Background: an optimization exercise with open tools, aiming at small area and a short achievable clock period. Do not read the settings as production practice. Power is estimated from default activity; no workload was simulated.

Design main, start of the top module:
module main(
    input CLK67MHZ,
    input sckPort,
    input mosiPort,
    input sselPort,
    input resetPort,
    output upPort,
    output downPort
    );
Settings: LEC_CHECK=0, ABC_AREA=1, CAP_MARGIN=5, CORE_MARGIN=2, CORE_UTILIZATION=40, CTS_CLUSTER_DIAMETER=120, CTS_CLUSTER_SIZE=24, SLEW_MARGIN=5, TNS_END_PERCENT=5; clock period 10.0 ns.
standard.sh (not shown) runs the stock make flow with config.mk's settings and CLKGATE_MAP_FILE= SYNTH_SCRIPT=/design/flow/synth_recipe.tcl, a recipe that flattens the netlist after the stock synthesis.
==> flow/flow/run.sh <==
#!/bin/bash
set -euo pipefail
bash standard.sh SETUP_SLACK_MARGIN=7.0 finish > flow_standard.log 2>&1
The starting point produced a clean layout.
Change:
Settings changed: CAP_MARGIN 5 to 20, SLEW_MARGIN 5 to 20.
After rerunning:
- The new run passed the timing, DRC and antenna checks
- area after synthesis stays the same
- total power is unchanged
- maximum frequency does not change
- wire length does not change
- setup slack stays the same
- cell area does not change
No run of this note included a check of the RTL's function; only the layout flow was run.

---

Setup of rev 12:
main, a different RTL version from the one above (not shown whole).
For scale: roughly 2100 cells after synthesis, about 350 flip-flops, about 7 I/O pins, roughly 0.019 sq mm of cells after synthesis.
==> flow/design.v (excerpt) <==
module main(
    input CLK67MHZ,
    input sckPort,
    input mosiPort,
    input sselPort,
    input resetPort,
    output upPort,
    output downPort
    );
export LEC_CHECK = 0
export ABC_AREA = 1
export CAP_MARGIN = 20
export CORE_MARGIN = 2
export CORE_UTILIZATION = 40
export CTS_CLUSTER_DIAMETER = 120
export CTS_CLUSTER_SIZE = 24
export SLEW_MARGIN = 20
export TNS_END_PERCENT = 10
create_clock -name core_clock -period 10.0 [get_ports {CLK67MHZ}]
==> flow/flow/run.sh <==
#!/bin/bash
set -euo pipefail
bash standard.sh SETUP_SLACK_MARGIN=7.2 finish > flow_standard.log 2>&1
Rev 12 did not stop at any stage, and its layout met the timing, DRC and antenna checks.
Here is what was changed in the inputs of rev 13 compared with rev 12.
- swapping 10 for 5 in TNS_END_PERCENT
==> flow/flow/run.sh <==
#!/bin/bash
set -euo pipefail
bash standard.sh SETUP_SLACK_MARGIN=7.0 finish > flow_standard.log 2>&1
[summary]
- Re number of slew-limit violations in the final report: no difference whatsoever between rev 12 and rev 13.
- On rev 13: multi-input gate share of the layout cell area is 0.18 points higher than what rev 12 gave.
- Portion of total power attributed to the clock network was lower in the run labelled rev 12.
- Area share of xor/xnor cells in the synthesized design came out exactly the same in rev 13 and rev 12.
- Summary of rev 13 over rev 12: met2 layer wire length in the routed design decreased by 2.9% relative to the old numbers, buffers plus inverters on the worst setup path higher, setup slack after layout now sits at about the same level.
No run of this note included a check of the RTL's function; only the layout flow was run.

---

main, a different RTL version from the one above (not shown whole).
Size in the first run: roughly 2200 cells after synthesis, roughly 7 I/O pins, ~19000 um^2 of cells after synthesis.
clock: 10.0 ns
lec_check: 0
abc_area: 1
cap_margin: 20
core_margin: 2
core_utilization: 40
slew_margin: 20
==> flow/flow/run.sh <==
#!/bin/bash
set -euo pipefail
bash standard.sh SETUP_SLACK_MARGIN=7.2 finish > flow_standard.log 2>&1
The starting point went through all stages and came out clean.
Change:
Settings changed: CTS_CLUSTER_DIAMETER from default to 150, CTS_CLUSTER_SIZE from default to 30.
After rerunning:
- wire length falls by about 1.9%
- clock-buffer cell count falls by 40
- global-route usage falls by 0.58 points
- sequential cell count stays the same
- non-clock buffer count rises by 7
Function was not checked in any run of this note: the RTL went through the layout flow alone.

---

== delta ==
main, a different RTL version from the one above (not shown whole).
For scale: about 2100 cells after synthesis, roughly 350 flip-flops, ~19000 um2 of cells after synthesis.
clock: 10.0 ns
lec_check: 0
abc_area: 1
cap_margin: 20
core_margin: 2
core_utilization: 40
cts_cluster_diameter: 120
cts_cluster_size: 24
slew_margin: 20
tns_end_percent: 10
Scripts as last shown in full above: flow/flow/run.sh
### delta -> juniper
- a change of TNS_END_PERCENT from 10 to 30
==> flow/flow/run.sh <==
#!/bin/bash
set -euo pipefail
bash standard.sh SETUP_SLACK_MARGIN=7.0 finish > flow_standard.log 2>&1
==> notes.md <==
Max-capacitance violation count of juniper is on par with delta. juniper and delta ended up with roughly the same total power density per cell area. Diff delta -> juniper: portion of the layout cell area used by non-clock buffers saw a decrease; worst setup timing slack at the placement stage saw a decrease. juniper vs. delta: final worst slack lower, shortest period the worst path allows has increased, total power shows a reduction of about 1.1%.
## Diff of input files: willow against juniper
- TNS_END_PERCENT changed from 30 to 5
In the final reports, the cell area of willow is smaller than that of juniper. Looking at relative area change from synthesis to final layout, willow sits below juniper. Comparing juniper against willow, there is no change at all in number of well taps. Reported for juniper and willow, number of max-slew violations in the final report turned out identical to the last digit. The total area of sequential cells was comparable across juniper and willow. Internal reg-to-reg setup slack (higher): willow. On total power consumption of the routed design: between juniper and willow, it ends up higher for juniper. In willow relative to juniper, routed wirelength normalized by instance count had gone down slightly.
No functional check of the RTL was part of any run of this note.

==> static timing again, ports no longer ideal <==
No port has a modelled driver above. Below, the same layouts with a new extraction and two added sets of constraints.
Step 1 assumes that a clkbuf_16 drives the clock port and a buf_2 every other input.
Step 2 also shifts input and output timing later by t, the mid clock arrival at the registers, as if the neighbouring blocks saw the same clock.
Slacks: no drivers / after step 1 / after step 2; pairs: no drivers / after step 1.
run | shift t [ns] | setup slack, ns | worst setup path after step 2 | slew at the worst register clock pin (ns) | worst data-port slew with drivers (ns)
the first run of note 1 | 0.584 | 6.924 / 6.930 / 6.370 | input to register | 0.10 / 0.10 | 0.03
the second run of note 1 | 0.584 | 6.924 / 6.930 / 6.370 | input to register | 0.10 / 0.10 | 0.03
rev 12 | 0.591 | 6.929 / 6.871 / 6.582 | input to register | 0.11 / 0.11 | 0.03
rev 13 | 0.589 | 6.931 / 6.892 / 6.409 | input to register | 0.10 / 0.10 | 0.03
the first run of note 3 | 0.622 | 6.994 / 6.939 / 6.829 | input to register | 0.06 / 0.06 | 0.03
the second run of note 3 | 0.585 | 7.021 / 6.965 / 6.791 | input to register | 0.13 / 0.13 | 0.03
delta | 0.579 | 7.015 / 6.961 / 6.727 | input to register | 0.11 / 0.11 | 0.03
juniper | 0.587 | 7.008 / 6.956 / 6.597 | input to register | 0.10 / 0.10 | 0.03
willow | 0.586 | 7.008 / 6.956 / 6.491 | input to register | 0.10 / 0.10 | 0.03
After both steps setup and hold are still met in every run listed.
